This design comes from an exercise in tuning for small area on the open sky130 flow, not from production work. Power and IR drop assume default switching activity.

## sdram_controller
module sdram_controller (
        input   clk,
        input   rst,
        output  sdram_cle,
        output  sdram_cs,
        output  sdram_cas,
        output  sdram_ras,
        output  sdram_we,
        output  sdram_dqm,
        output  [1:0]  sdram_ba,
        output  [15:0] sdram_a,
        input   [31:0] sdram_dqi,
        output  [31:0] sdram_dqo,
        input   [24:0] user_addr,
        input   rw,
        input   [31:0] data_in,
        output  [31:0] data_out,
        output  busy,
        input   in_valid,
        output  out_valid
    );
    localparam [2:0] IDLE  = 3'd0,
                     IDLEW = 3'd1,
                     WINIT = 3'd2,
                     WRITE = 3'd3,
                     REFS  = 3'd4,
                     PA    = 3'd5,
                     RDRR  = 3'd6;
    reg [2:0] st, st_d;
    reg [3:0] ctr, ctr_d;
    reg       init_q;
    reg        ready;
    reg        saved_rw;
    reg [24:0] saved_addr;
    reg [31:0] saved_data;
    reg        rw_op;
    reg [24:0] addr_q;
    reg [31:0] data_q;
    reg [3:0]  row_open;
    reg [11:0] row_addr [0:3];
    reg [9:0]  rlfsr;
    reg        rflag;
    reg [31:0] dqi_q, dt_q;
    reg [24:0] exp_q;
    wire s_idle  = st == IDLE || st == IDLEW;
    wire s_refs  = st == REFS;
    wire s_pa    = st == PA;
    wire s_rdrr  = st == RDRR;
    wire match   = user_addr == exp_q;
    wire w_open  = s_rdrr && ctr == 4'd10;
    wire w_cmp   = s_rdrr && ctr >= 4'd3 && ctr <= 4'd9;
    wire hm      = s_rdrr && ctr >= 4'd2 && ctr <= 4'd9;
    wire ack     = !init_q && (w_open || (w_cmp && match));
    wire d_init  = st == WINIT;
    wire d_pref  = s_refs && ctr == 4'd10;
    wire d_ref   = s_refs && ctr == 4'd6;
    wire d_preb  = s_pa && ctr == 4'd6;
    wire d_act   = s_pa && ctr == 4'd2;
    wire d_read  = s_rdrr && ctr == 4'd14;
    wire d_write = st == IDLEW;
    wire [1:0]  abank  = addr_q[12:11];
    assign sdram_cle = !init_q;
    assign sdram_cs  = 1'b0;
    assign sdram_dqm = 1'b0;
    assign sdram_ras = !(d_act || d_pref || d_preb || d_ref);
  ...
==> flow/config.mk <==
export PLATFORM = sky130hd
export DESIGN_NAME = sdram_controller
export DESIGN_NICKNAME = sdram_controller
export VERILOG_FILES = /design/flow/design.v
export SDC_FILE = /design/flow/constraint.sdc
export NUM_CORES = 4
export LEC_CHECK = 0
export CAP_MARGIN = 20
export CORE_MARGIN = 2
export CORE_UTILIZATION = 40
export SLEW_MARGIN = 20
==> flow/constraint.sdc <==
create_clock -name core_clock -period 10.0 [get_ports {clk}]
set_input_delay 2.0000 -clock core_clock [delete_from_list [all_inputs] [get_ports {clk}]]
set_output_delay 2.0000 -clock core_clock [all_outputs]
set_load 0.01 [all_outputs]
standard.sh (not shown) runs the stock make flow with config.mk's settings and CLKGATE_MAP_FILE= SYNTH_SCRIPT=/design/flow/synth_recipe.tcl, a recipe that flattens the netlist after the stock synthesis.
==> flow/flow/run.sh <==
#!/bin/bash
set -euo pipefail
bash standard.sh "BUFFER_PORTS_ARGS=-buffer_cell sky130_fd_sc_hd__buf_1" "CTS_ARGS=-sink_clustering_enable -repair_clock_nets -dont_use_dummy_load -buf_list sky130_fd_sc_hd__clkbuf_8 -root_buf sky130_fd_sc_hd__clkbuf_8 -sink_clustering_size 30" finish > flow_make.log 2>&1
Then changed:
==> flow/flow/run.sh (replaced) <==
#!/bin/bash
# Standard layout, but with the smallest buffer on every port (buffer_ports -buffer_cell).
set -euo pipefail
bash standard.sh "BUFFER_PORTS_ARGS=-buffer_cell sky130_fd_sc_hd__buf_1" finish > flow_make.log 2>&1
Result:
- setup slack degrades by 13 ps
- power goes up by about 10%
- maximum frequency hardly moves
- design area rose by about 2.4%
- die area is unchanged
- critical path depth stays the same
- global-route usage went down by 0.27 points
Then changed:
==> flow/flow/run.sh (replaced) <==
#!/bin/bash
set -euo pipefail
bash standard.sh "BUFFER_PORTS_ARGS=-buffer_cell sky130_fd_sc_hd__buf_1" "CTS_ARGS=-sink_clustering_enable -repair_clock_nets -dont_use_dummy_load -buf_list sky130_fd_sc_hd__clkbuf_4 -root_buf sky130_fd_sc_hd__clkbuf_4 -sink_clustering_size 20" finish > flow_make.log 2>&1
=> The new run finished clean; routed wire length rose by 1.6%; synthesized cell count stays the same; register-to-register slack loses 40 ps; worst hold slack gets worse by 38 ps.
Then changed:
==> flow/flow/run.sh (replaced) <==
#!/bin/bash
set -euo pipefail
bash standard.sh "BUFFER_PORTS_ARGS=-buffer_cell sky130_fd_sc_hd__buf_1" "CTS_ARGS=-sink_clustering_enable -repair_clock_nets -dont_use_dummy_load" finish > flow_make.log 2>&1
What happened: Power increases by a few percent. Final area climbs slightly. Non-clock buffer count does not change. Utilization is higher by 0.63 points. Worst setup slack degrades by 14 ps. Wire length shrinks slightly. Synthesized cell count is unchanged.
No run of this note included a check of the RTL's function; only the layout flow was run.

---

== wip/onyx ==
sdram_controller, a different RTL version from the one above (not shown whole).
Size in the first run: about 770 cells after synthesis, ~300 flip-flops, about 11000 um^2 of cells after synthesis.
clock: 10.0 ns
lec_check: 0
cap_margin: 20
core_margin: 2
core_utilization: 40
slew_margin: 20
run.sh (not shown) runs the stock make flow with config.mk's settings and CLKGATE_MAP_FILE= SYNTH_SCRIPT=/design/flow/synth_recipe.tcl, a recipe that flattens the netlist after the stock synthesis.
Stock flow here: none of the scripts above is used.
wip/onyx: no failed stages, no open violations at the end
What wip/willow does differently from wip/onyx at the input level:
==> flow/flow/run.sh (new file) <==
#!/bin/bash
# Standard layout, but with the smallest buffer on every port (buffer_ports -buffer_cell).
set -euo pipefail
bash standard.sh "BUFFER_PORTS_ARGS=-buffer_cell sky130_fd_sc_hd__buf_1" finish > flow_make.log 2>&1
==> flow/standard.sh (new file) <==
#!/bin/bash
# synth_recipe.tcl (not shown) runs the flow's synth.tcl, then flattens the netlist and writes it again
# the make line also repeats each setting of config.mk as NAME=value (left out here)
make -C /OpenROAD-flow-scripts/flow DESIGN_CONFIG=/design/flow/config.mk WORK_HOME=/design/flow/orfs CLKGATE_MAP_FILE= SYNTH_SCRIPT=/design/flow/synth_recipe.tcl "${@:-finish}"
removed: flow/run.sh
--- outcome ---
wip/willow: full flow OK, the timing, DRC and antenna checks passed. Diff wip/onyx -> wip/willow: clock insertion delay at the later pin of the skew report comparable, final core utilization now smaller, post-route standard cell area excluding fillers now smaller, power share of the clock group now larger. Antenna violation net count after detailed routing: wip/onyx vs wip/willow identical. For the DRC marker count from the first detailed-route iteration, wip/willow came in 15 higher than wip/onyx did. wip/onyx consumes more power than wip/willow. wip/onyx -> wip/willow: clock power flat. Total combinational power went down by more than 10% going from wip/onyx to wip/willow. From wip/onyx to wip/willow the numbers moved as follows: final critical delay including setup and external delays now sits lower, post-synthesis to final-layout area growth now sits lower.
No functional check of the RTL was part of any run of this note.

==> what the ideal ports hide <==
The results above use ideal ports. As a check the final layouts listed here were re-extracted and re-timed, cells and wires unchanged. Step 1 (the two cells are an assumption about what drives the block):
set clk [get_ports {clk}]
set_driving_cell -lib_cell sky130_fd_sc_hd__clkbuf_16 $clk
set_driving_cell -lib_cell sky130_fd_sc_hd__buf_2 [delete_from_list [all_inputs] $clk]
Step 2 moves the port delays by t, midway between the first and last clock arrival at a register: inputs arrive t later, outputs are due t later. That takes back most of the time a late clock gives input paths. Three values: ideal ports, drivers, drivers and shift; two values: the first two.
run	shift t [ns]	setup slack, ns	slew at the worst register clock pin (ns)
the first run of note 1	0.558	4.248 / 4.223 / 4.223	0.06 / 0.06
the second run of note 1	0.576	4.235 / 4.213 / 4.213	0.06 / 0.06
the third run of note 1	0.655	4.236 / 4.211 / 4.211	0.06 / 0.06
the fourth run of note 1	0.568	4.223 / 4.197 / 4.197	0.06 / 0.06
wip/onyx	0.583	3.674 / 3.632 / 3.632	0.06 / 0.06
wip/willow	0.581	4.289 / 4.229 / 4.229	0.07 / 0.07
After both steps setup and hold are still met in every run listed. The setup slack of wip/willow, which loses most, moves by -0.060 ns with the drivers and by -0.060 ns with both steps.
